This design comes from an exercise in tuning for small area and a short achievable clock period on the open sky130 flow, not from production work.
RTL that was checked went through simulation tests only; none was proved equivalent to the original.
Function not checked in run 2: the RTL went through the layout flow alone.
No activity file was given, so power comes from the tool's default toggle rates.

==> flow/design.v (outline; a module is shown in full before it is edited, if it fits) <==
// module residual_block: 1075 lines
// module fa3: 4 lines
// module ha2: 4 lines
// module xor2: 3 lines
module residual_block (
    input clk,
    input rst,
    input start,
    output reg done,
    input  signed [127:0] input_tensor,
    input  [7:0]  conv1_weights_flat,
    input  [7:0]  conv1_bias_flat,
    input  [31:0] conv2_weights_flat,
    input  [7:0]  conv2_bias_flat,
    input  [7:0]  conv3_weights_flat,
    input  [7:0]  conv3_bias_flat,
    input  [7:0]  conv_shortcut_weights_flat,
    input  [7:0]  conv_shortcut_bias_flat,
    output reg signed [71:0] output_tensor
);
  // ...
==> flow/flow/run.sh <==
#!/bin/bash
set -euo pipefail
export BUFFER_PORTS_ARGS="-buffer_cell sky130_fd_sc_hd__buf_1"
export SETUP_SLACK_MARGIN=6.7
export TNS_END_PERCENT=0
bash standard.sh > standard_flow.log 2>&1
==> flow/standard.sh <==
#!/bin/bash
# synth_recipe.tcl (not shown) runs the flow's synth.tcl, then flattens the netlist and writes it again
# the make line also repeats each setting of config.mk as NAME=value (left out here)
make -C /OpenROAD-flow-scripts/flow DESIGN_CONFIG=/design/flow/config.mk WORK_HOME=/design/flow/orfs CLKGATE_MAP_FILE= SYNTH_SCRIPT=/design/flow/synth_recipe.tcl "${@:-finish}"
==> flow/config.mk <==
export PLATFORM = sky130hd
export DESIGN_NAME = residual_block
export DESIGN_NICKNAME = residual_block
export VERILOG_FILES = /design/flow/design.v
export SDC_FILE = /design/flow/constraint.sdc
export NUM_CORES = 4
export LEC_CHECK = 0
export CAP_MARGIN = 20
export CORE_MARGIN = 2
export CORE_UTILIZATION = 65
export CTS_CLUSTER_DIAMETER = 200
export CTS_CLUSTER_SIZE = 30
export SLEW_MARGIN = 20
export SYNTH_HIERARCHICAL = 1
==> flow/constraint.sdc <==
create_clock -name core_clock -period 10.0 [get_ports {clk}]
set_input_delay 2.0000 -clock core_clock [delete_from_list [all_inputs] [get_ports {clk}]]
set_output_delay 2.0000 -clock core_clock [all_outputs]
set_load 0.01 [all_outputs]
==> results list, run 1 <==
* Result of the run: no timing/DRC/antenna violations
* Met2 Routed Length: 22.2 mm
- In the final design database the tool counted ~2300 nets.
- Including well taps, the total number of placed cells is ~2100.
- Max reg flops: 72
- GR Overflow Total: 0
- Clock buffer cells: 20
- At the pin with the least slew margin, the transition time is approximately 1 ns.
- Hold Path Sink: Zr[0]
- The number of multi-input combinational cells in the layout is ~1100.
* Internal Pwr Total: between 4 and 5 mW
- Number of buffers between clock root and the deepest sink: 3
- Counting flops with an async set or reset pin after synthesis yields a share of about 1.8%.
- The clock network is responsible for 7.2% of the overall power.
- The number of setup buffers added after CTS is 1.
* Ordered list of cells on the worst path: ha_4 -> fa_1 -> inv_2 -> ha_4 -> ha_4 -> a21o_1 -> o21a_1 -> or3_1 -> xor2_1 -> xor2_1 -> xor2_1 -> xor2_1 -> xor2_1 -> xor2_1
- Combinational logic is responsible for 70.5% of the overall power.
* Worst hold slack after final layout: 0.368 ns
- Setup repair after global routing missed its margin: yes
- Detailed routing placed a total of 3.03 mm of wire on met3.
- Across the whole layout, multi-input logic makes up around 56% of the cell area.
* Routability cong.: 0.949
- From synthesis to final layout, the design area changed by 10.4%.
* Sequential group power: 1.87 mW
- The first TritonRoute pass finished after 5 iterations.
- Required time of the critical path: 10.46 ns
- The critical path ends at T3[11].
* Non-clock buffers, area share: 5.69%
- Power comes to 8.41 mW.
- Crit path max-delay cell type: sky130_fd_sc_hd__fa_1
- In the post-route analysis, the smallest setup slack over all paths is around 6.6 ns.
- Pwr/cell area: ~420 nW/um^2
- # hold bufs at CTS: 0
* Share of cells above drive strength 1: 8.67%
* Count of instances resized after the clock tree is built: 9
==> run 2: changes to the inputs <==
--- a/flow/design.v
+++ b/flow/design.v
@@ -47,16 +47,30 @@
     always @(posedge clk) begin
         hr0 <= start & (ohn != 2'd0);
         hr1 <= start & (ohn == 2'd2);
         hc0 <= start & (own != 2'd0);
         hc1 <= start & (own == 2'd2);
         ohp <= start & ohn[0];
         owp <= start & own[0];
     end
+    function [11:0] booth(input [7:0] v);
+        integer r;
+        reg hi, mid, lo;
+        begin
+            for (r = 0; r < 4; r = r + 1) begin
+                hi  = v[2*r+1];
+                mid = v[2*r];
+                lo  = (r == 0) ? 1'b0 : v[2*r-1];
+                booth[r]     = mid ^ lo;
+                booth[4 + r] = (hi & ~mid & ~lo) | (~hi & mid & lo);
+                booth[8 + r] = ~hi;
+            end
+        end
+    endfunction
     reg [7:0] X0, X1, X2, X3, WR0, WR1, WR2, WR3;
     always @(posedge clk) begin
         X0  <= input_tensor[{hr0, 1'b0, hc0, 1'b0}*8 +: 8];
         X1  <= input_tensor[{hr0, 1'b0, hc1, 1'b1}*8 +: 8];
         X2  <= input_tensor[{hr1, 1'b1, hc0, 1'b0}*8 +: 8];
         X3  <= input_tensor[{hr1, 1'b1, hc1, 1'b1}*8 +: 8];
         WR0 <= conv2_weights_flat[{ohp, owp}*8 +: 8];
         WR1 <= conv2_weights_flat[{ohp, ~owp}*8 +: 8];
@@ -159,18 +173,21 @@
     wire s59;
     xor2 u59 (.a(s56), .b(s57), .y(s59));
     wire s60;
     xor2 u60 (.a(s58), .b(s59), .y(s60));
     wire s61;
     xor2 u61 (.a(c49), .b(s60), .y(s61));
     wire s62;
     xor2 u62 (.a(s61), .b(c50), .y(s62));
-    reg [9:0] Wr;
-    always @(posedge clk) Wr <= {c51, s62, s51, s46, s42, s39, s37, p9, p2, p1};
+    wire [7:0] W_n_a = {s62, s51, s46, s42, s39, s37, p2, p1};
+    wire [7:0] W_n_b = {c51, 1'b0, 1'b0, 1'b0, 1'b0, 1'b0, p9, 1'b0};
+    wire [7:0] W_n = 8'd1 - W_n_a - W_n_b;
+    reg [7:0] Wv;
+    always @(posedge clk) Wv <= W_n;
     wire p63 = ~(conv3_weights_flat[0] & conv1_bias_flat[0]);
     wire p64 = ~(conv3_weights_flat[0] & conv1_bias_flat[1]);
     wire p65 = ~(conv3_weights_flat[0] & conv1_bias_flat[2]);
     wire p66 = ~(conv3_weights_flat[0] & conv1_bias_flat[3]);
     wire p67 = ~(conv3_weights_flat[0] & conv1_bias_flat[4]);
     wire p68 = ~(conv3_weights_flat[0] & conv1_bias_flat[5]);
     wire p69 = ~(conv3_weights_flat[0] & conv1_bias_flat[6]);
     wire p70 = ~(conv3_weights_flat[0] & conv1_bias_flat[7]);
@@ -673,402 +690,354 @@
     fa3 u399 (.a(S2[12]), .b(S2[13]), .c(s397), .s(s399), .co(c399));
     wire s400;
     xor2 u400 (.a(S2[14]), .b(S2[15]), .y(s400));
     wire s401;
     xor2 u401 (.a(c397), .b(s400), .y(s401));
     wire [7:0] S_a = {s401, c398, S2[9], S2[6], S2[5], S2[3], S2[2], S2[0]};
     wire [7:0] S_b = {c399, s399, s398, 1'b0, 1'b0, S2[4], 1'b0, S2[1]};
     wire [7:0] S = 8'd4 - S_a - S_b;
-    wire [7:0] Wv_a = {Wr[8], Wr[7], Wr[6], Wr[5], Wr[4], Wr[3], Wr[1], Wr[0]};
-    wire [7:0] Wv_b = {Wr[9], 1'b0, 1'b0, 1'b0, 1'b0, 1'b0, Wr[2], 1'b0};
-    wire [7:0] Wv = 8'd1 - Wv_a - Wv_b;
-    wire p402 = ~(Wv[0] & S[0]);
-    wire p403 = ~(Wv[0] & S[1]);
-    wire p404 = ~(Wv[0] & S[2]);
-    wire p405 = ~(Wv[0] & S[3]);
-    wire p406 = ~(Wv[0] & S[4]);
-    wire p407 = ~(Wv[0] & S[5]);
-    wire p408 = ~(Wv[0] & S[6]);
-    wire p409 = ~(Wv[0] & S[7]);
-    wire p410 = ~(Wv[1] & S[0]);
-    wire p411 = ~(Wv[1] & S[1]);
-    wire p412 = ~(Wv[1] & S[2]);
-    wire p413 = ~(Wv[1] & S[3]);
-    wire p414 = ~(Wv[1] & S[4]);
-    wire p415 = ~(Wv[1] & S[5]);
-    wire p416 = ~(Wv[1] & S[6]);
-    wire p417 = ~(Wv[2] & S[0]);
-    wire p418 = ~(Wv[2] & S[1]);
-    wire p419 = ~(Wv[2] & S[2]);
-    wire p420 = ~(Wv[2] & S[3]);
-    wire p421 = ~(Wv[2] & S[4]);
-    wire p422 = ~(Wv[2] & S[5]);
-    wire p423 = ~(Wv[3] & S[0]);
-    wire p424 = ~(Wv[3] & S[1]);
-    wire p425 = ~(Wv[3] & S[2]);
-    wire p426 = ~(Wv[3] & S[3]);
-    wire p427 = ~(Wv[3] & S[4]);
-    wire p428 = ~(Wv[4] & S[0]);
-    wire p429 = ~(Wv[4] & S[1]);
-    wire p430 = ~(Wv[4] & S[2]);
-    wire p431 = ~(Wv[4] & S[3]);
-    wire p432 = ~(Wv[5] & S[0]);
-    wire p433 = ~(Wv[5] & S[1]);
-    wire p434 = ~(Wv[5] & S[2]);
-    wire p435 = ~(Wv[6] & S[0]);
-    wire p436 = ~(Wv[6] & S[1]);
-    wire p437 = ~(Wv[7] & S[0]);
-    wire s438, c438;
-    fa3 u438 (.a(p404), .b(p411), .c(p417), .s(s438), .co(c438));
-    wire s439, c439;
-    fa3 u439 (.a(p405), .b(p412), .c(p418), .s(s439), .co(c439));
-    wire s440, c440;
-    fa3 u440 (.a(p423), .b(c438), .c(s439), .s(s440), .co(c440));
-    wire s441, c441;
-    fa3 u441 (.a(p406), .b(p413), .c(p419), .s(s441), .co(c441));
-    wire s442, c442;
-    fa3 u442 (.a(p424), .b(p428), .c(c439), .s(s442), .co(c442));
-    wire s443, c443;
-    fa3 u443 (.a(s441), .b(c440), .c(s442), .s(s443), .co(c443));
-    wire s444, c444;
-    fa3 u444 (.a(p407), .b(p414), .c(p420), .s(s444), .co(c444));
-    wire s445, c445;
-    fa3 u445 (.a(p425), .b(p429), .c(p432), .s(s445), .co(c445));
-    wire s446, c446;
-    fa3 u446 (.a(c441), .b(s444), .c(s445), .s(s446), .co(c446));
-    wire s447, c447;
-    ha2 u447 (.a(c442), .b(s446), .s(s447), .co(c447));
-    wire s448, c448;
-    fa3 u448 (.a(p408), .b(p415), .c(p421), .s(s448), .co(c448));
-    wire s449, c449;
-    fa3 u449 (.a(p426), .b(p430), .c(p433), .s(s449), .co(c449));
-    wire s450, c450;
-    fa3 u450 (.a(p435), .b(c444), .c(c445), .s(s450), .co(c450));
-    wire s451, c451;
-    fa3 u451 (.a(s448), .b(s449), .c(c446), .s(s451), .co(c451));
-    wire s452, c452;
-    ha2 u452 (.a(s450), .b(c447), .s(s452), .co(c452));
-    wire s453;
-    xor2 u453 (.a(p409), .b(p416), .y(s453));
-    wire s454;
-    xor2 u454 (.a(p422), .b(p427), .y(s454));
-    wire s455;
-    xor2 u455 (.a(p431), .b(p434), .y(s455));
-    wire s456;
-    xor2 u456 (.a(p436), .b(p437), .y(s456));
-    wire s457;
-    xor2 u457 (.a(s453), .b(s454), .y(s457));
-    wire s458;
-    xor2 u458 (.a(s455), .b(s456), .y(s458));
-    wire s459;
-    xor2 u459 (.a(c448), .b(c449), .y(s459));
-    wire s460;
-    xor2 u460 (.a(s457), .b(s458), .y(s460));
-    wire s461;
-    xor2 u461 (.a(s459), .b(s460), .y(s461));
-    wire s462;
-    xor2 u462 (.a(c450), .b(s461), .y(s462));
-    wire s463;
-    xor2 u463 (.a(s462), .b(c451), .y(s463));
-    reg [11:0] T3;
-    always @(posedge clk) T3 <= {s463, c452, s452, s451, c443, s447, s443, s440, s438, p410, p403, p402};
+    wire [11:0] Wb = booth(Wv);    
+    wire q402 = ((Wb[0] & S[0])) ^ Wb[8];
+    wire q403 = ((Wb[0] & S[1]) | (Wb[4] & S[0])) ^ Wb[8];
+    wire q404 = ((Wb[0] & S[2]) | (Wb[4] & S[1])) ^ Wb[8];
+    wire q405 = ((Wb[0] & S[3]) | (Wb[4] & S[2])) ^ Wb[8];
+    wire q406 = ((Wb[0] & S[4]) | (Wb[4] & S[3])) ^ Wb[8];
+    wire q407 = ((Wb[0] & S[5]) | (Wb[4] & S[4])) ^ Wb[8];
+    wire q408 = ((Wb[0] & S[6]) | (Wb[4] & S[5])) ^ Wb[8];
+    wire q409 = ((Wb[0] & S[7]) | (Wb[4] & S[6])) ^ Wb[8];
+    wire q410 = ((Wb[1] & S[0])) ^ Wb[9];
+    wire q411 = ((Wb[1] & S[1]) | (Wb[5] & S[0])) ^ Wb[9];
+    wire q412 = ((Wb[1] & S[2]) | (Wb[5] & S[1])) ^ Wb[9];
+    wire q413 = ((Wb[1] & S[3]) | (Wb[5] & S[2])) ^ Wb[9];
+    wire q414 = ((Wb[1] & S[4]) | (Wb[5] & S[3])) ^ Wb[9];
+    wire q415 = ((Wb[1] & S[5]) | (Wb[5] & S[4])) ^ Wb[9];
+    wire q416 = ((Wb[2] & S[0])) ^ Wb[10];
+    wire q417 = ((Wb[2] & S[1]) | (Wb[6] & S[0])) ^ Wb[10];
+    wire q418 = ((Wb[2] & S[2]) | (Wb[6] & S[1])) ^ Wb[10];
+    wire q419 = ((Wb[2] & S[3]) | (Wb[6] & S[2])) ^ Wb[10];
+    wire q420 = ((Wb[3] & S[0])) ^ Wb[11];
+    wire q421 = ((Wb[3] & S[1]) | (Wb[7] & S[0])) ^ Wb[11];
+    wire s422, c422;
+    fa3 u422 (.a(Wb[9]), .b(q404), .c(q410), .s(s422), .co(c422));
+    wire s423, c423;
+    fa3 u423 (.a(q405), .b(q411), .c(c422), .s(s423), .co(c423));
+    wire s424, c424;
+    fa3 u424 (.a(Wb[10]), .b(q406), .c(q412), .s(s424), .co(c424));
+    wire s425, c425;
+    fa3 u425 (.a(q416), .b(s424), .c(c423), .s(s425), .co(c425));
+    wire s426, c426;
+    fa3 u426 (.a(q407), .b(q413), .c(q417), .s(s426), .co(c426));
+    wire s427, c427;
+    ha2 u427 (.a(c424), .b(s426), .s(s427), .co(c427));
+    wire s428, c428;
+    fa3 u428 (.a(Wb[11]), .b(q408), .c(q414), .s(s428), .co(c428));
+    wire s429, c429;
+    fa3 u429 (.a(q418), .b(q420), .c(c426), .s(s429), .co(c429));
+    wire s430, c430;
+    fa3 u430 (.a(s428), .b(c427), .c(s429), .s(s430), .co(c430));
+    wire s431;
+    xor2 u431 (.a(q409), .b(q415), .y(s431));
+    wire s432;
+    xor2 u432 (.a(q419), .b(q421), .y(s432));
+    wire s433;
+    xor2 u433 (.a(s431), .b(s432), .y(s433));
+    wire s434;
+    xor2 u434 (.a(c428), .b(s433), .y(s434));
+    wire s435;
+    xor2 u435 (.a(s434), .b(c429), .y(s435));
+    reg [10:0] T3;
+    always @(posedge clk) T3 <= {c430, s435, s430, c425, s427, s425, s423, s422, q403, q402, Wb[8]};
     wire [7:0] uadd = (cnt == 4'd1) ? conv3_bias_flat : conv_shortcut_bias_flat;
-    wire p464 = ~(wsr[0] & XS[0]);
-    wire p465 = ~(wsr[0] & XS[1]);
-    wire p466 = ~(wsr[0] & XS[2]);
-    wire p467 = ~(wsr[0] & XS[3]);
-    wire p468 = ~(wsr[0] & XS[4]);
-    wire p469 = ~(wsr[0] & XS[5]);
-    wire p470 = ~(wsr[0] & XS[6]);
-    wire p471 = ~(wsr[0] & XS[7]);
-    wire p472 = ~(wsr[1] & XS[0]);
-    wire p473 = ~(wsr[1] & XS[1]);
-    wire p474 = ~(wsr[1] & XS[2]);
-    wire p475 = ~(wsr[1] & XS[3]);
-    wire p476 = ~(wsr[1] & XS[4]);
-    wire p477 = ~(wsr[1] & XS[5]);
-    wire p478 = ~(wsr[1] & XS[6]);
-    wire p479 = ~(wsr[2] & XS[0]);
-    wire p480 = ~(wsr[2] & XS[1]);
-    wire p481 = ~(wsr[2] & XS[2]);
-    wire p482 = ~(wsr[2] & XS[3]);
-    wire p483 = ~(wsr[2] & XS[4]);
-    wire p484 = ~(wsr[2] & XS[5]);
-    wire p485 = ~(wsr[3] & XS[0]);
-    wire p486 = ~(wsr[3] & XS[1]);
-    wire p487 = ~(wsr[3] & XS[2]);
-    wire p488 = ~(wsr[3] & XS[3]);
-    wire p489 = ~(wsr[3] & XS[4]);
-    wire p490 = ~(wsr[4] & XS[0]);
-    wire p491 = ~(wsr[4] & XS[1]);
-    wire p492 = ~(wsr[4] & XS[2]);
-    wire p493 = ~(wsr[4] & XS[3]);
-    wire p494 = ~(wsr[5] & XS[0]);
-    wire p495 = ~(wsr[5] & XS[1]);
-    wire p496 = ~(wsr[5] & XS[2]);
-    wire p497 = ~(wsr[6] & XS[0]);
-    wire p498 = ~(wsr[6] & XS[1]);
-    wire p499 = ~(wsr[7] & XS[0]);
-    wire n500 = ~uadd[0];
-    wire n501 = ~uadd[1];
-    wire n502 = ~uadd[2];
-    wire n503 = ~uadd[3];
-    wire n504 = ~uadd[4];
-    wire n505 = ~uadd[5];
-    wire n506 = ~uadd[6];
-    wire n507 = ~uadd[7];
-    wire s508, c508;
-    fa3 u508 (.a(p465), .b(p472), .c(n501), .s(s508), .co(c508));
-    wire s509, c509;
-    fa3 u509 (.a(p466), .b(p473), .c(p479), .s(s509), .co(c509));
-    wire s510, c510;
-    ha2 u510 (.a(s509), .b(n502), .s(s510), .co(c510));
-    wire s511, c511;
-    fa3 u511 (.a(p467), .b(p474), .c(p480), .s(s511), .co(c511));
-    wire s512, c512;
-    fa3 u512 (.a(p485), .b(c509), .c(s511), .s(s512), .co(c512));
-    wire s513, c513;
-    fa3 u513 (.a(s512), .b(n503), .c(c510), .s(s513), .co(c513));
-    wire s514, c514;
-    fa3 u514 (.a(p468), .b(p475), .c(p481), .s(s514), .co(c514));
-    wire s515, c515;
-    fa3 u515 (.a(p486), .b(p490), .c(c511), .s(s515), .co(c515));
-    wire s516, c516;
-    fa3 u516 (.a(s514), .b(c512), .c(s515), .s(s516), .co(c516));
-    wire s517, c517;
-    ha2 u517 (.a(s516), .b(n504), .s(s517), .co(c517));
-    wire s518, c518;
-    fa3 u518 (.a(p469), .b(p476), .c(p482), .s(s518), .co(c518));
-    wire s519, c519;
-    fa3 u519 (.a(p487), .b(p491), .c(p494), .s(s519), .co(c519));
-    wire s520, c520;
-    fa3 u520 (.a(c514), .b(s518), .c(s519), .s(s520), .co(c520));
-    wire s521, c521;
-    fa3 u521 (.a(c515), .b(s520), .c(c516), .s(s521), .co(c521));
-    wire s522, c522;
-    fa3 u522 (.a(s521), .b(n505), .c(c517), .s(s522), .co(c522));
-    wire s523, c523;
-    fa3 u523 (.a(p470), .b(p477), .c(p483), .s(s523), .co(c523));
-    wire s524, c524;
-    fa3 u524 (.a(p488), .b(p492), .c(p495), .s(s524), .co(c524));
-    wire s525, c525;
-    fa3 u525 (.a(p497), .b(c518), .c(c519), .s(s525), .co(c525));
-    wire s526, c526;
-    fa3 u526 (.a(s523), .b(s524), .c(c520), .s(s526), .co(c526));
-    wire s527, c527;
-    fa3 u527 (.a(s525), .b(s526), .c(c521), .s(s527), .co(c527));
-    wire s528, c528;
-    ha2 u528 (.a(n506), .b(s527), .s(s528), .co(c528));
-    wire s529;
-    xor2 u529 (.a(p471), .b(p478), .y(s529));
-    wire s530;
-    xor2 u530 (.a(p484), .b(p489), .y(s530));
-    wire s531;
-    xor2 u531 (.a(p493), .b(p496), .y(s531));
-    wire s532;
-    xor2 u532 (.a(p498), .b(p499), .y(s532));
-    wire s533;
-    xor2 u533 (.a(s529), .b(s530), .y(s533));
-    wire s534;
-    xor2 u534 (.a(s531), .b(s532), .y(s534));
-    wire s535;
-    xor2 u535 (.a(c523), .b(c524), .y(s535));
-    wire s536;
-    xor2 u536 (.a(s533), .b(s534), .y(s536));
-    wire s537;
-    xor2 u537 (.a(s535), .b(s536), .y(s537));
-    wire s538;
-    xor2 u538 (.a(c525), .b(s537), .y(s538));
-    wire s539;
-    xor2 u539 (.a(s538), .b(c526), .y(s539));
-    wire s540;
-    xor2 u540 (.a(s539), .b(n507), .y(s540));
-    wire s541;
-    xor2 u541 (.a(c527), .b(s540), .y(s541));
+    wire p436 = ~(wsr[0] & XS[0]);
+    wire p437 = ~(wsr[0] & XS[1]);
+    wire p438 = ~(wsr[0] & XS[2]);
+    wire p439 = ~(wsr[0] & XS[3]);
+    wire p440 = ~(wsr[0] & XS[4]);
+    wire p441 = ~(wsr[0] & XS[5]);
+    wire p442 = ~(wsr[0] & XS[6]);
+    wire p443 = ~(wsr[0] & XS[7]);
+    wire p444 = ~(wsr[1] & XS[0]);
+    wire p445 = ~(wsr[1] & XS[1]);
+    wire p446 = ~(wsr[1] & XS[2]);
+    wire p447 = ~(wsr[1] & XS[3]);
+    wire p448 = ~(wsr[1] & XS[4]);
+    wire p449 = ~(wsr[1] & XS[5]);
+    wire p450 = ~(wsr[1] & XS[6]);
+    wire p451 = ~(wsr[2] & XS[0]);
+    wire p452 = ~(wsr[2] & XS[1]);
+    wire p453 = ~(wsr[2] & XS[2]);
+    wire p454 = ~(wsr[2] & XS[3]);
+    wire p455 = ~(wsr[2] & XS[4]);
+    wire p456 = ~(wsr[2] & XS[5]);
+    wire p457 = ~(wsr[3] & XS[0]);
+    wire p458 = ~(wsr[3] & XS[1]);
+    wire p459 = ~(wsr[3] & XS[2]);
+    wire p460 = ~(wsr[3] & XS[3]);
+    wire p461 = ~(wsr[3] & XS[4]);
+    wire p462 = ~(wsr[4] & XS[0]);
+    wire p463 = ~(wsr[4] & XS[1]);
+    wire p464 = ~(wsr[4] & XS[2]);
+    wire p465 = ~(wsr[4] & XS[3]);
+    wire p466 = ~(wsr[5] & XS[0]);
+    wire p467 = ~(wsr[5] & XS[1]);
+    wire p468 = ~(wsr[5] & XS[2]);
+    wire p469 = ~(wsr[6] & XS[0]);
+    wire p470 = ~(wsr[6] & XS[1]);
+    wire p471 = ~(wsr[7] & XS[0]);
+    wire n472 = ~uadd[0];
+    wire n473 = ~uadd[1];
+    wire n474 = ~uadd[2];
+    wire n475 = ~uadd[3];
+    wire n476 = ~uadd[4];
+    wire n477 = ~uadd[5];
+    wire n478 = ~uadd[6];
+    wire n479 = ~uadd[7];
+    wire s480, c480;
+    fa3 u480 (.a(p437), .b(p444), .c(n473), .s(s480), .co(c480));
+    wire s481, c481;
+    fa3 u481 (.a(p438), .b(p445), .c(p451), .s(s481), .co(c481));
+    wire s482, c482;
+    ha2 u482 (.a(s481), .b(n474), .s(s482), .co(c482));
+    wire s483, c483;
+    fa3 u483 (.a(p439), .b(p446), .c(p452), .s(s483), .co(c483));
+    wire s484, c484;
+    fa3 u484 (.a(p457), .b(c481), .c(s483), .s(s484), .co(c484));
+    wire s485, c485;
+    fa3 u485 (.a(s484), .b(n475), .c(c482), .s(s485), .co(c485));
+    wire s486, c486;
+    fa3 u486 (.a(p440), .b(p447), .c(p453), .s(s486), .co(c486));
+    wire s487, c487;
+    fa3 u487 (.a(p458), .b(p462), .c(c483), .s(s487), .co(c487));
+    wire s488, c488;
+    fa3 u488 (.a(s486), .b(c484), .c(s487), .s(s488), .co(c488));
+    wire s489, c489;
+    ha2 u489 (.a(s488), .b(n476), .s(s489), .co(c489));
+    wire s490, c490;
+    fa3 u490 (.a(p441), .b(p448), .c(p454), .s(s490), .co(c490));
+    wire s491, c491;
+    fa3 u491 (.a(p459), .b(p463), .c(p466), .s(s491), .co(c491));
+    wire s492, c492;
+    fa3 u492 (.a(c486), .b(s490), .c(s491), .s(s492), .co(c492));
+    wire s493, c493;
+    fa3 u493 (.a(c487), .b(s492), .c(c488), .s(s493), .co(c493));
+    wire s494, c494;
+    fa3 u494 (.a(s493), .b(n477), .c(c489), .s(s494), .co(c494));
+    wire s495, c495;
+    fa3 u495 (.a(p442), .b(p449), .c(p455), .s(s495), .co(c495));
+    wire s496, c496;
+    fa3 u496 (.a(p460), .b(p464), .c(p467), .s(s496), .co(c496));
+    wire s497, c497;
+    fa3 u497 (.a(p469), .b(c490), .c(c491), .s(s497), .co(c497));
+    wire s498, c498;
+    fa3 u498 (.a(s495), .b(s496), .c(c492), .s(s498), .co(c498));
+    wire s499, c499;
+    fa3 u499 (.a(s497), .b(s498), .c(c493), .s(s499), .co(c499));
+    wire s500, c500;
+    ha2 u500 (.a(n478), .b(s499), .s(s500), .co(c500));
+    wire s501;
+    xor2 u501 (.a(p443), .b(p450), .y(s501));
+    wire s502;
+    xor2 u502 (.a(p456), .b(p461), .y(s502));
+    wire s503;
+    xor2 u503 (.a(p465), .b(p468), .y(s503));
+    wire s504;
+    xor2 u504 (.a(p470), .b(p471), .y(s504));
+    wire s505;
+    xor2 u505 (.a(s501), .b(s502), .y(s505));
+    wire s506;
+    xor2 u506 (.a(s503), .b(s504), .y(s506));
+    wire s507;
+    xor2 u507 (.a(c495), .b(c496), .y(s507));
+    wire s508;
+    xor2 u508 (.a(s505), .b(s506), .y(s508));
+    wire s509;
+    xor2 u509 (.a(s507), .b(s508), .y(s509));
+    wire s510;
+    xor2 u510 (.a(c497), .b(s509), .y(s510));
+    wire s511;
+    xor2 u511 (.a(s510), .b(c498), .y(s511));
+    wire s512;
+    xor2 u512 (.a(s511), .b(n479), .y(s512));
+    wire s513;
+    xor2 u513 (.a(c499), .b(s512), .y(s513));
     reg [12:0] U3;
-    always @(posedge clk) U3 <= {s541, c528, c522, s528, s522, c513, s517, s513, c508, s510, s508, n500, p464};
-    wire p542 = ~(Zr[0] & swr[0]);
-    wire p543 = ~(Zr[0] & swr[1]);
-    wire p544 = ~(Zr[0] & swr[2]);
-    wire p545 = ~(Zr[0] & swr[3]);
-    wire p546 = ~(Zr[0] & swr[4]);
-    wire p547 = ~(Zr[0] & swr[5]);
-    wire p548 = ~(Zr[0] & swr[6]);
-    wire p549 = ~(Zr[0] & swr[7]);
-    wire p550 = ~(Zr[1] & swr[0]);
-    wire p551 = ~(Zr[1] & swr[1]);
-    wire p552 = ~(Zr[1] & swr[2]);
-    wire p553 = ~(Zr[1] & swr[3]);
-    wire p554 = ~(Zr[1] & swr[4]);
-    wire p555 = ~(Zr[1] & swr[5]);
-    wire p556 = ~(Zr[1] & swr[6]);
-    wire p557 = ~(Zr[2] & swr[0]);
-    wire p558 = ~(Zr[2] & swr[1]);
-    wire p559 = ~(Zr[2] & swr[2]);
-    wire p560 = ~(Zr[2] & swr[3]);
-    wire p561 = ~(Zr[2] & swr[4]);
-    wire p562 = ~(Zr[2] & swr[5]);
-    wire p563 = ~(Zr[3] & swr[0]);
-    wire p564 = ~(Zr[3] & swr[1]);
-    wire p565 = ~(Zr[3] & swr[2]);
-    wire p566 = ~(Zr[3] & swr[3]);
-    wire p567 = ~(Zr[3] & swr[4]);
-    wire p568 = ~(Zr[4] & swr[0]);
-    wire p569 = ~(Zr[4] & swr[1]);
-    wire p570 = ~(Zr[4] & swr[2]);
-    wire p571 = ~(Zr[4] & swr[3]);
-    wire p572 = ~(Zr[5] & swr[0]);
-    wire p573 = ~(Zr[5] & swr[1]);
-    wire p574 = ~(Zr[5] & swr[2]);
-    wire p575 = ~(Zr[6] & swr[0]);
-    wire p576 = ~(Zr[6] & swr[1]);
-    wire p577 = ~(Zr[7] & swr[0]);
-    wire s578, c578;
-    fa3 u578 (.a(U3[0]), .b(U3[1]), .c(p542), .s(s578), .co(c578));
-    wire s579, c579;
-    fa3 u579 (.a(U3[2]), .b(p543), .c(p550), .s(s579), .co(c579));
-    wire s580, c580;
-    fa3 u580 (.a(U3[3]), .b(U3[4]), .c(p544), .s(s580), .co(c580));
-    wire s581, c581;
-    fa3 u581 (.a(p551), .b(p557), .c(c579), .s(s581), .co(c581));
-    wire s582, c582;
-    fa3 u582 (.a(U3[5]), .b(p545), .c(p552), .s(s582), .co(c582));
-    wire s583, c583;
-    fa3 u583 (.a(p558), .b(p563), .c(c580), .s(s583), .co(c583));
-    wire s584, c584;
-    fa3 u584 (.a(s582), .b(c581), .c(s583), .s(s584), .co(c584));
-    wire s585, c585;
-    fa3 u585 (.a(U3[6]), .b(U3[7]), .c(p546), .s(s585), .co(c585));
-    wire s586, c586;
-    fa3 u586 (.a(p553), .b(p559), .c(p564), .s(s586), .co(c586));
+    always @(posedge clk) U3 <= {s513, c500, c494, s500, s494, c485, s489, s485, c480, s482, s480, n472, p436};
+    wire p514 = ~(Zr[0] & swr[0]);
+    wire p515 = ~(Zr[0] & swr[1]);
+    wire p516 = ~(Zr[0] & swr[2]);
+    wire p517 = ~(Zr[0] & swr[3]);
+    wire p518 = ~(Zr[0] & swr[4]);
+    wire p519 = ~(Zr[0] & swr[5]);
+    wire p520 = ~(Zr[0] & swr[6]);
+    wire p521 = ~(Zr[0] & swr[7]);
+    wire p522 = ~(Zr[1] & swr[0]);
+    wire p523 = ~(Zr[1] & swr[1]);
+    wire p524 = ~(Zr[1] & swr[2]);
+    wire p525 = ~(Zr[1] & swr[3]);
+    wire p526 = ~(Zr[1] & swr[4]);
+    wire p527 = ~(Zr[1] & swr[5]);
+    wire p528 = ~(Zr[1] & swr[6]);
+    wire p529 = ~(Zr[2] & swr[0]);
+    wire p530 = ~(Zr[2] & swr[1]);
+    wire p531 = ~(Zr[2] & swr[2]);
+    wire p532 = ~(Zr[2] & swr[3]);
+    wire p533 = ~(Zr[2] & swr[4]);
+    wire p534 = ~(Zr[2] & swr[5]);
+    wire p535 = ~(Zr[3] & swr[0]);
+    wire p536 = ~(Zr[3] & swr[1]);
+    wire p537 = ~(Zr[3] & swr[2]);
+    wire p538 = ~(Zr[3] & swr[3]);
+    wire p539 = ~(Zr[3] & swr[4]);
+    wire p540 = ~(Zr[4] & swr[0]);
+    wire p541 = ~(Zr[4] & swr[1]);
+    wire p542 = ~(Zr[4] & swr[2]);
+    wire p543 = ~(Zr[4] & swr[3]);
+    wire p544 = ~(Zr[5] & swr[0]);
+    wire p545 = ~(Zr[5] & swr[1]);
+    wire p546 = ~(Zr[5] & swr[2]);
+    wire p547 = ~(Zr[6] & swr[0]);
+    wire p548 = ~(Zr[6] & swr[1]);
+    wire p549 = ~(Zr[7] & swr[0]);
+    wire s550, c550;
+    fa3 u550 (.a(U3[0]), .b(U3[1]), .c(p514), .s(s550), .co(c550));
+    wire s551, c551;
+    fa3 u551 (.a(U3[2]), .b(p515), .c(p522), .s(s551), .co(c551));
+    wire s552, c552;
+    fa3 u552 (.a(U3[3]), .b(U3[4]), .c(p516), .s(s552), .co(c552));
+    wire s553, c553;
+    fa3 u553 (.a(p523), .b(p529), .c(c551), .s(s553), .co(c553));
+    wire s554, c554;
+    fa3 u554 (.a(U3[5]), .b(p517), .c(p524), .s(s554), .co(c554));
+    wire s555, c555;
+    fa3 u555 (.a(p530), .b(p535), .c(c552), .s(s555), .co(c555));
+    wire s556, c556;
+    fa3 u556 (.a(s554), .b(c553), .c(s555), .s(s556), .co(c556));
+    wire s557, c557;
+    fa3 u557 (.a(U3[6]), .b(U3[7]), .c(p518), .s(s557), .co(c557));
+    wire s558, c558;
+    fa3 u558 (.a(p525), .b(p531), .c(p536), .s(s558), .co(c558));
+    wire s559, c559;
+    fa3 u559 (.a(p540), .b(c554), .c(s557), .s(s559), .co(c559));
+    wire s560, c560;
+    fa3 u560 (.a(s558), .b(c555), .c(s559), .s(s560), .co(c560));
+    wire s561, c561;
+    fa3 u561 (.a(U3[8]), .b(p519), .c(p526), .s(s561), .co(c561));
+    wire s562, c562;
+    fa3 u562 (.a(p532), .b(p537), .c(p541), .s(s562), .co(c562));
+    wire s563, c563;
+    fa3 u563 (.a(p544), .b(c557), .c(c558), .s(s563), .co(c563));
+    wire s564, c564;
+    fa3 u564 (.a(s561), .b(s562), .c(c559), .s(s564), .co(c564));
+    wire s565, c565;
+    fa3 u565 (.a(s563), .b(c560), .c(s564), .s(s565), .co(c565));
+    wire s566, c566;
+    fa3 u566 (.a(U3[9]), .b(U3[10]), .c(p520), .s(s566), .co(c566));
+    wire s567, c567;
+    fa3 u567 (.a(p527), .b(p533), .c(p538), .s(s567), .co(c567));
+    wire s568, c568;
+    fa3 u568 (.a(p542), .b(p545), .c(p547), .s(s568), .co(c568));
+    wire s569, c569;
+    fa3 u569 (.a(c561), .b(c562), .c(s566), .s(s569), .co(c569));
+    wire s570, c570;
+    fa3 u570 (.a(s567), .b(s568), .c(c563), .s(s570), .co(c570));
+    wire s571, c571;
+    fa3 u571 (.a(s569), .b(c564), .c(s570), .s(s571), .co(c571));
+    wire s572;
+    xor2 u572 (.a(U3[11]), .b(U3[12]), .y(s572));
+    wire s573;
+    xor2 u573 (.a(p521), .b(p528), .y(s573));
+    wire s574;
+    xor2 u574 (.a(p534), .b(p539), .y(s574));
+    wire s575;
+    xor2 u575 (.a(p543), .b(p546), .y(s575));
+    wire s576;
+    xor2 u576 (.a(p548), .b(p549), .y(s576));
+    wire s577;
+    xor2 u577 (.a(s572), .b(s573), .y(s577));
+    wire s578;
+    xor2 u578 (.a(s574), .b(s575), .y(s578));
+    wire s579;
+    xor2 u579 (.a(s576), .b(c566), .y(s579));
+    wire s580;
+    xor2 u580 (.a(c567), .b(c568), .y(s580));
+    wire s581;
+    xor2 u581 (.a(s577), .b(s578), .y(s581));
+    wire s582;
+    xor2 u582 (.a(s579), .b(s580), .y(s582));
+    wire s583;
+    xor2 u583 (.a(s581), .b(s582), .y(s583));
+    wire s584;
+    xor2 u584 (.a(c569), .b(s583), .y(s584));
+    wire s585;
+    xor2 u585 (.a(c570), .b(s584), .y(s585));
+    reg [12:0] Cp;
+    always @(posedge clk) if (cnt == 4'd2) Cp <= {c571, s585, s571, c565, s565, s560, c556, s556, s553, s552, s551, c550, s550};
+    wire s586;
+    xor2 u586 (.a(T3[9]), .b(T3[10]), .y(s586));
     wire s587, c587;
-    fa3 u587 (.a(p568), .b(c582), .c(s585), .s(s587), .co(c587));
+    ha2 u587 (.a(T3[0]), .b(T3[1]), .s(s587), .co(c587));
     wire s588, c588;
-    fa3 u588 (.a(s586), .b(c583), .c(s587), .s(s588), .co(c588));
+    fa3 u588 (.a(T3[2]), .b(Cp[1]), .c(Cp[2]), .s(s588), .co(c588));
     wire s589, c589;
-    fa3 u589 (.a(U3[8]), .b(p547), .c(p554), .s(s589), .co(c589));
+    fa3 u589 (.a(T3[3]), .b(Cp[3]), .c(Cp[4]), .s(s589), .co(c589));
     wire s590, c590;
-    fa3 u590 (.a(p560), .b(p565), .c(p569), .s(s590), .co(c590));
+    ha2 u590 (.a(T3[4]), .b(Cp[5]), .s(s590), .co(c590));
     wire s591, c591;
-    fa3 u591 (.a(p572), .b(c585), .c(c586), .s(s591), .co(c591));
+    fa3 u591 (.a(T3[5]), .b(Cp[6]), .c(Cp[7]), .s(s591), .co(c591));
     wire s592, c592;
-    fa3 u592 (.a(s589), .b(s590), .c(c587), .s(s592), .co(c592));
+    fa3 u592 (.a(T3[6]), .b(T3[7]), .c(Cp[8]), .s(s592), .co(c592));
     wire s593, c593;
-    fa3 u593 (.a(s591), .b(c588), .c(s592), .s(s593), .co(c593));
-    wire s594, c594;
-    fa3 u594 (.a(U3[9]), .b(U3[10]), .c(p548), .s(s594), .co(c594));
-    wire s595, c595;
-    fa3 u595 (.a(p555), .b(p561), .c(p566), .s(s595), .co(c595));
+    fa3 u593 (.a(T3[8]), .b(Cp[9]), .c(Cp[10]), .s(s593), .co(c593));
+    wire s594;
+    xor2 u594 (.a(Cp[11]), .b(Cp[12]), .y(s594));
+    wire s595;
+    xor2 u595 (.a(s594), .b(s586), .y(s595));
     wire s596, c596;
-    fa3 u596 (.a(p570), .b(p573), .c(p575), .s(s596), .co(c596));
+    ha2 u596 (.a(Cp[0]), .b(U3[0]), .s(s596), .co(c596));
     wire s597, c597;
-    fa3 u597 (.a(c589), .b(c590), .c(s594), .s(s597), .co(c597));
+    ha2 u597 (.a(U3[2]), .b(c587), .s(s597), .co(c597));
     wire s598, c598;
-    fa3 u598 (.a(s595), .b(s596), .c(c591), .s(s598), .co(c598));
+    fa3 u598 (.a(U3[3]), .b(U3[4]), .c(c588), .s(s598), .co(c598));
     wire s599, c599;
-    fa3 u599 (.a(s597), .b(c592), .c(s598), .s(s599), .co(c599));
-    wire s600;
-    xor2 u600 (.a(U3[11]), .b(U3[12]), .y(s600));
-    wire s601;
-    xor2 u601 (.a(p549), .b(p556), .y(s601));
-    wire s602;
-    xor2 u602 (.a(p562), .b(p567), .y(s602));
+    ha2 u599 (.a(U3[5]), .b(s590), .s(s599), .co(c599));
+    wire s600, c600;
+    fa3 u600 (.a(U3[6]), .b(U3[7]), .c(c590), .s(s600), .co(c600));
+    wire s601, c601;
+    ha2 u601 (.a(U3[8]), .b(c591), .s(s601), .co(c601));
+    wire s602, c602;
+    fa3 u602 (.a(U3[9]), .b(U3[10]), .c(c592), .s(s602), .co(c602));
     wire s603;
-    xor2 u603 (.a(p571), .b(p574), .y(s603));
+    xor2 u603 (.a(U3[11]), .b(U3[12]), .y(s603));
     wire s604;
-    xor2 u604 (.a(p576), .b(p577), .y(s604));
-    wire s605;
-    xor2 u605 (.a(s600), .b(s601), .y(s605));
-    wire s606;
-    xor2 u606 (.a(s602), .b(s603), .y(s606));
-    wire s607;
-    xor2 u607 (.a(s604), .b(c594), .y(s607));
-    wire s608;
-    xor2 u608 (.a(c595), .b(c596), .y(s608));
-    wire s609;
-    xor2 u609 (.a(s605), .b(s606), .y(s609));
-    wire s610;
-    xor2 u610 (.a(s607), .b(s608), .y(s610));
-    wire s611;
-    xor2 u611 (.a(s609), .b(s610), .y(s611));
+    xor2 u604 (.a(c593), .b(s595), .y(s604));
+    wire s605, c605;
+    ha2 u605 (.a(U3[1]), .b(s596), .s(s605), .co(c605));
+    wire s606, c606;
+    fa3 u606 (.a(c596), .b(s588), .c(s597), .s(s606), .co(c606));
+    wire s607, c607;
+    fa3 u607 (.a(c597), .b(s589), .c(s598), .s(s607), .co(c607));
+    wire s608, c608;
+    fa3 u608 (.a(c589), .b(s599), .c(c598), .s(s608), .co(c608));
+    wire s609, c609;
+    fa3 u609 (.a(c599), .b(s591), .c(s600), .s(s609), .co(c609));
+    wire s610, c610;
+    fa3 u610 (.a(s592), .b(c600), .c(s601), .s(s610), .co(c610));
+    wire s611, c611;
+    fa3 u611 (.a(s593), .b(c601), .c(s602), .s(s611), .co(c611));
     wire s612;
-    xor2 u612 (.a(c597), .b(s611), .y(s612));
+    xor2 u612 (.a(s603), .b(s604), .y(s612));
     wire s613;
-    xor2 u613 (.a(c598), .b(s612), .y(s613));
-    reg [12:0] Cp;
-    always @(posedge clk) if (cnt == 4'd2) Cp <= {c599, s613, s599, c593, s593, s588, c584, s584, s581, s580, s579, c578, s578};
-    wire s614, c614;
-    ha2 u614 (.a(T3[1]), .b(T3[2]), .s(s614), .co(c614));
-    wire s615, c615;
-    ha2 u615 (.a(T3[3]), .b(Cp[3]), .s(s615), .co(c615));
-    wire s616, c616;
-    ha2 u616 (.a(T3[8]), .b(T3[9]), .s(s616), .co(c616));
-    wire s617;
-    xor2 u617 (.a(T3[10]), .b(T3[11]), .y(s617));
-    wire s618;
-    xor2 u618 (.a(Cp[11]), .b(Cp[12]), .y(s618));
-    wire s619, c619;
-    ha2 u619 (.a(Cp[1]), .b(Cp[2]), .s(s619), .co(c619));
-    wire s620, c620;
-    fa3 u620 (.a(Cp[4]), .b(c614), .c(s615), .s(s620), .co(c620));
-    wire s621, c621;
-    fa3 u621 (.a(T3[4]), .b(Cp[5]), .c(c615), .s(s621), .co(c621));
-    wire s622, c622;
-    fa3 u622 (.a(T3[5]), .b(Cp[6]), .c(Cp[7]), .s(s622), .co(c622));
-    wire s623, c623;
-    fa3 u623 (.a(T3[6]), .b(T3[7]), .c(Cp[8]), .s(s623), .co(c623));
-    wire s624, c624;
-    fa3 u624 (.a(Cp[9]), .b(Cp[10]), .c(s616), .s(s624), .co(c624));
-    wire s625;
-    xor2 u625 (.a(c616), .b(s617), .y(s625));
-    wire s626;
-    xor2 u626 (.a(s618), .b(s625), .y(s626));
-    wire s627, c627;
-    ha2 u627 (.a(T3[0]), .b(Cp[0]), .s(s627), .co(c627));
-    wire s628, c628;
-    ha2 u628 (.a(U3[2]), .b(s619), .s(s628), .co(c628));
-    wire s629, c629;
-    fa3 u629 (.a(U3[3]), .b(U3[4]), .c(c619), .s(s629), .co(c629));
-    wire s630, c630;
-    ha2 u630 (.a(U3[5]), .b(s621), .s(s630), .co(c630));
-    wire s631, c631;
-    fa3 u631 (.a(U3[6]), .b(U3[7]), .c(s622), .s(s631), .co(c631));
-    wire s632, c632;
-    ha2 u632 (.a(U3[8]), .b(c622), .s(s632), .co(c632));
-    wire s633, c633;
-    fa3 u633 (.a(U3[9]), .b(U3[10]), .c(c623), .s(s633), .co(c633));
-    wire s634;
-    xor2 u634 (.a(U3[11]), .b(U3[12]), .y(s634));
-    wire s635;
-    xor2 u635 (.a(s626), .b(c624), .y(s635));
-    wire s636, c636;
-    ha2 u636 (.a(U3[0]), .b(U3[1]), .s(s636), .co(c636));
-    wire s637, c637;
-    fa3 u637 (.a(c627), .b(s614), .c(s628), .s(s637), .co(c637));
-    wire s638, c638;
-    fa3 u638 (.a(c628), .b(s629), .c(s620), .s(s638), .co(c638));
-    wire s639, c639;
-    fa3 u639 (.a(c629), .b(c620), .c(s630), .s(s639), .co(c639));
-    wire s640, c640;
-    fa3 u640 (.a(c621), .b(c630), .c(s631), .s(s640), .co(c640));
-    wire s641, c641;
-    fa3 u641 (.a(s623), .b(s632), .c(c631), .s(s641), .co(c641));
-    wire s642, c642;
-    fa3 u642 (.a(c632), .b(s624), .c(s633), .s(s642), .co(c642));
-    wire s643;
-    xor2 u643 (.a(s634), .b(c633), .y(s643));
-    wire s644;
-    xor2 u644 (.a(s635), .b(s643), .y(s644));
-    wire [7:0] T_a = {s626, c623, c622, s622, s621, c619, s619, T3[0]};
-    wire [7:0] T_b = {c624, s624, s623, c621, c620, s620, s614, Cp[0]};
-    wire [7:0] T = 8'd2 - T_a - T_b;
-    wire [7:0] TU_a = {s644, c641, c640, c639, c638, c637, c636, s636};
-    wire [7:0] TU_b = {c642, s642, s641, s640, s639, s638, s637, s627};
-    wire [7:0] TU = 8'd2 - TU_a - TU_b;
+    xor2 u613 (.a(c602), .b(s612), .y(s613));
+    wire [7:0] T_a = {s595, c592, c591, c590, s590, c588, c587, Cp[0]};
+    wire [7:0] T_b = {c593, s593, s592, s591, c589, s589, s588, s587};
+    wire [7:0] T = 8'd1 - T_a - T_b;
+    wire [7:0] TU_a = {s613, c610, c609, s609, c607, c606, c605, s587};
+    wire [7:0] TU_b = {c611, s611, s610, c608, s608, s607, s606, s605};
+    wire [7:0] TU = 8'd1 - TU_a - TU_b;
     wire [7:0] Um1_a = {U3[11], U3[9], U3[8], U3[6], U3[5], U3[3], U3[2], U3[0]};
     wire [7:0] Um1_b = {U3[12], U3[10], 1'b0, U3[7], 1'b0, U3[4], 1'b0, U3[1]};
     wire [7:0] Um1 = 8'd255 - Um1_a - Um1_b;
     wire [7:0] O = T[7] ? Um1 : TU;
     reg shift;
     always @(posedge clk) shift <= start & !done & (cnt != 4'd11) & (cnt_inc >= 4'd4);
     always @(posedge clk) output_tensor[71:64] <= O;
     always @(posedge clk)
==> flow/config.mk (replaced) <==
export PLATFORM = sky130hd
export DESIGN_NAME = residual_block
export DESIGN_NICKNAME = residual_block
export VERILOG_FILES = /design/flow/design.v
export SDC_FILE = /design/flow/constraint.sdc
export NUM_CORES = 4
export LEC_CHECK = 0
export CAP_MARGIN = 20
export CORE_MARGIN = 2
export CORE_UTILIZATION = 65
export CTS_CLUSTER_DIAMETER = 150
export CTS_CLUSTER_SIZE = 24
export SLEW_MARGIN = 20
export SYNTH_HIERARCHICAL = 1
==> run 2 against run 1 <==
Net effect: wire length grew 1.7%; hold slack worse by 0.0035 ns; core utilization rose by 0.16 points; cell area increased by 0.49%; die area increased by 0.47%; fmax grew 0.77%; first-iteration DRC count rose by 6.0%; non-clock buffer count up 2; sequential cell count shrank 3; critical path depth down 2; largest cell class unchanged; clock-buffer cell count rose by 1; combinational power decreased by 8.1%; largest power group unchanged; still clean.
==> results list, run 2 <==
* Cell family with most CP delay: adder cells
- Port Buffers: around 290
- The flip-flop count of the largest register after layout was 72 (unchanged).
- Summed over all instances, the cell type with the most area after synthesis is sky130_fd_sc_hd__dfxtp_1.
- Total GRT Usage: 30.9%
- The global placement routability congestion came to 0.940 (-0.91%).
- Once detail routing completed, the nets flagged for antenna violations numbered 0.
- The die is 171 um wide.
- DRC violations left: 0
* Vias after detailed routing: 12700
- The floorplan step defined a die boundary enclosing 29400 sq um.
- Number of distinct library cell variants in the gate-level netlist after synthesis: 52
- Primary FF master, synth: sky130_fd_sc_hd__dfxtp_1
- Met2 Routed Length: 22.2 mm (-0.12%)
* Most flop-heavy register: output_tensor
- In the layout the commonest cells are sky130_fd_sc_hd__nand2_1, sky130_fd_sc_hd__buf_1, sky130_fd_sc_hd__fa_1.
- The cell sitting at the root of the clock tree is a sky130_fd_sc_hd__clkbuf_16.
- Combinational Power Share: 68.5% (-2.0 points)
* Arrival time reported for the critical path endpoint: 3.75 ns
- Leakage power: 7.72 nW
* Largest net degree at the start of global routing: 65
* Average wire per cell in the routed design: 20.2 um
- The worst-margin pin slew was 1.00 ns (+0.00638 ns).
- Mapped Nets: about 2000
- Relative slew slack: between 30% and 40%
* Worst hold slack after final layout: 0.365 ns (-0.00355 ns)
- Total number of nets in the final design: 2300 (+1.2%)
- Share of cells above drive strength 1: 9.22% (+0.55 points)
* Worst min-delay path class: flip-flop to flip-flop
* Simple-gate portion of the synthesized area: a little under a tenth
* Effective utilization at floorplan: 65.7%
* Synthesized cell area: 18200 sq um
- The met3 wirelength from detailed routing came to 3.07 mm (+1.6%).
- Area share of the largest cell type after synthesis: 21.6%
- Top routing layer in use: met4
* Met1 wire length: 16.9 mm
* Number of buffers and inverters on the critical path: 1
* Mux contribution to synthesized area: 13.5%
- Synthesized instance count: roughly 1600
- After floorplanning, the core was sized to cover between 20000 and 30000 sq um.
- Area fraction in compound gates after synthesis: 4.27%
* Total design power: 7.96 mW (-5.3%)
- Clock buffer count from CTS: 15
- Count of endpoints failing setup in the final report: 0
* Required time of the critical path: 10.38 ns (-0.08 ns)
- Register bit count reported by yosys: 278
* # hold bufs at CTS: 0 (unchanged)
* Total wire length after detailed routing: 44.5 mm
- Initial antenna violation count: 0
* I/O pin total: 292
- Top post-synthesis cells by count: sky130_fd_sc_hd__nand2_1, sky130_fd_sc_hd__dfxtp_1, sky130_fd_sc_hd__fa_1, sky130_fd_sc_hd__xor2_1, sky130_fd_sc_hd__inv_1
* Setup Total Neg Slack: 0 ns
- Number of sinks on the clock net: 278
- The count of endpoints failing hold in the final timing report was 0.
- Detailed placement finished with a half-perimeter wire length of roughly 37 mm.
- Via count of the first global-routing pass: 13000
- Post-layout min period: around 3.4 ns
* Most instantiated library cell after synthesis: sky130_fd_sc_hd__nand2_1
* Result of the run: no timing/DRC/antenna violations
- Initial DRT Pass Iterations: 5 (unchanged)
* Largest registers in the final layout: output_tensor x72, S2 x16, Z1 x16
* Post-Synth Adder-Cell Area: 26.0%
* Asr flop ratio synth: 1.80% (+0.019 points)
- By area the synthesized netlist is led by sky130_fd_sc_hd__dfxtp_1, sky130_fd_sc_hd__fa_1, sky130_fd_sc_hd__edfxtp_1.
* Register share of total power: 23.6%
- Of the total synthesized cell area, the portion taken by XOR and XNOR cells is 8.13%.
- The final critical path takes up 33.7% of the cycle.
* VDD IR-drop max: 407 uV
- After synthesis, the largest family of logic cells by area is adder cells.
- Setup repair after global routing missed its margin: yes
- The floorplan step set the die height to 171 um.
* Critical path's most frequent cell: sky130_fd_sc_hd__fa_1
* Count of H-tree levels built during CTS: 1
- Wire length of the first global-routing pass: 68.1 mm
* Count of flip-flops with a built-in enable after synthesis: between 70 and 80
- Switching power of the nets: 3.53 mW
* Ordered list of cells on the worst path: fa_2 -> fa_1 -> fa_1 -> inv_1 -> ha_1 -> ha_4 -> nor2b_2 -> nor3_1 -> o21bai_1 -> a21oi_1 -> xnor2_1 -> mux2i_1
- Growth of design area from synthesis to finish: 10.4% (about the same)
- Yosys warns: 7
* Pwr/cell area: 396 nW/um^2 (-5.8%)
- Leaving out fill and tap cells, the most frequent cell in the layout is sky130_fd_sc_hd__nand2_1.
* Drt via density: about 5.8
* CTS clk-pin slew, worst paths: 0.10 ns
- Clock skew after layout: approximately 0.027 ns
* Antenna diode count: 0
- Placement Rows: 61
- The critical path is of the flip-flop to flip-flop type.
- Averaged over all synthesized cells, the footprint is 11.6 sq um.
- Highest achievable clock rate: 297 MHz
- The cell-internal power is 4.43 mW (-5.1%).
* Worst-skew pair later-pin latency: around 0.50 ns
* Share of synthesized area occupied by flip-flops and latches: about a third
* Crit end category: flip-flop
* Highest cell delay on the worst timing path: around 0.49 ns
- Net switching is 44.4% of the power.
- TritonCTS built the clock tree.
- Clock network fraction of total power: 7.9% (+0.7 points)
- Slew Limit Fails: 0
- Iter 0 DRT Violations: 901
* GR Overflow Total: 0 (unchanged)
- Worst-path fanout max: 3
- The worst setup path is launched from a flip-flop.
* Crit path max-delay cell type: sky130_fd_sc_hd__fa_1
- Across the run, the number of max-cap violations was 0.
* Number of buffers between clock root and the deepest sink: 3 (unchanged)
==> run 2: cell types whose count changed after synthesis, moves of 6 or more <==
cell and delta:
sky130_fd_sc_hd__nand2b_1 -15, sky130_fd_sc_hd__a21oi_1 +11, sky130_fd_sc_hd__clkbuf_1 +11, sky130_fd_sc_hd__o21ai_0 +18, sky130_fd_sc_hd__nor2_1 +10, sky130_fd_sc_hd__a31oi_1 +6
sky130_fd_sc_hd__xnor2_1 +6
==> run 2: worst paths after layout <==
kind / from / to / slack, ns / depth (start not counted)
min in group asynchronous: rst / done / 1.38 / 2
max: Cp[2] / output_tensor[71] / 6.63 / 12
max reg2reg: Cp[2] / output_tensor[71] / 6.63 / 12
max in group asynchronous: rst / cnt[1] / 8.46 / 2
min reg2reg: Z1[0] / Zr[0] / 0.36 / 1
min: Z1[0] / Zr[0] / 0.36 / 1
==> run 2: cell type report <==
class / instances / area (sq um)
clock buffers: 21 / 398
repair buffers: 299 / 1150
multi-input cells: 1111 / 11300
inverters: 112 / 420
flip-flops and latches: 278 / 6390
well taps: 378 / 473
fillers: 2047 / 7600
clock inverters: 1 / 11.3
==> run 2: logic make-up after synthesis <==
kind of cell | after synthesis
compound gates | 124
xor+xnor | 169
fa+ha+maj | 266
buf+inv | 176
flops | 278
mux | 125
simple gates | 427
==> run 2: through the flow <==
step           instance area, sq um  instances  setup WS [ns]  util [%]
2_1_floorplan                 18200       1565           6.69         -
3_3_place_gp                  19500       2174           6.41      70.5
3_5_place_dp                  19500       2174           6.37      70.5
4_1_cts                       20100       2199           6.69      72.4
5_1_grt                       20100       2200           6.48      72.6
6_report                      20100       2200           6.63      72.6
==> run 2: worst register-to-register path, cell delays in order, from the launching register on <==
cell and delay, ns:
sky130_fd_sc_hd__edfxtp_1 0.42, sky130_fd_sc_hd__fa_2 0.39, sky130_fd_sc_hd__fa_1 0.39, sky130_fd_sc_hd__fa_1 0.49, sky130_fd_sc_hd__inv_1 0.04, sky130_fd_sc_hd__ha_1 0.31, sky130_fd_sc_hd__ha_4 0.27, sky130_fd_sc_hd__nor2b_2 0.15
sky130_fd_sc_hd__nor3_1 0.28, sky130_fd_sc_hd__o21bai_1 0.11, sky130_fd_sc_hd__a21oi_1 0.18, sky130_fd_sc_hd__xnor2_1 0.14, sky130_fd_sc_hd__mux2i_1 0.08
==> run 2: what timing repair did <==
item | CTS | global route
resized for setup | 24 | 11
setup buffers | 3 | 1
endpoints found under the setup margin | 7 | 15
pin swaps | 6 | 1
==> run 2: power groups by stage <==
stage	Sequential, mW	Combinational [mW]	Clock (mW)
floorplan	1.73	4.14	0
global placement	1.90	4.97	0
detailed placement	1.90	5.14	0
CTS	1.88	5.38	0.648
global route	1.92	6.16	0.683
finish	1.88	5.45	0.630
==> run 2: per-module statistics from Yosys (local to each module, per instance) <==
module,copies in the design,cell area [sq um]
fa3,170,20.0
ha2,13,12.5
residual_block,1,13600
xor2,114,8.76
==> run 2: routing by layer <==
layer,vias to the layer above,track usage [%]
met3,120,3.89
li1,5714,-
met4,0,15.9
met1,6253,38.3
met5,-,0
met2,660,53.6

## afterwards: timing with drivers on the ports
How much do the figures lean on ideal ports? The routed layouts below were timed once more, with nothing changed but the port constraints.
Step 1 (the two cells are an assumption about what drives the block):
set clk [get_ports {clk}]
set_driving_cell -lib_cell sky130_fd_sc_hd__clkbuf_16 $clk
set_driving_cell -lib_cell sky130_fd_sc_hd__buf_2 [delete_from_list [all_inputs] $clk]
Step 2, shift: input delay + t, output delay - t, t = (earliest + latest rising clock arrival at the registers) / 2. This alone moves slack from input paths to output paths.
Three values: ideal, step 1, step 2; two values: the first two.
run | t, ns | setup WS [ns] | hold slack, ns | clock arrival spread, ns | cell pins on the clock port's net
run 1 | 0.549 | 6.608 / 6.608 / 6.337 | 0.368 / 0.368 / 0.368 | 0.030 / 0.031 | 1
run 2 | 0.545 | 6.634 / 6.634 / 6.312 | 0.365 / 0.365 / 0.365 | 0.032 / 0.032 | 1
After both steps every run listed still meets setup and hold. For run 2, which loses most, drivers alone change the setup slack by 0.000 ns; drivers and shift together by -0.322 ns.
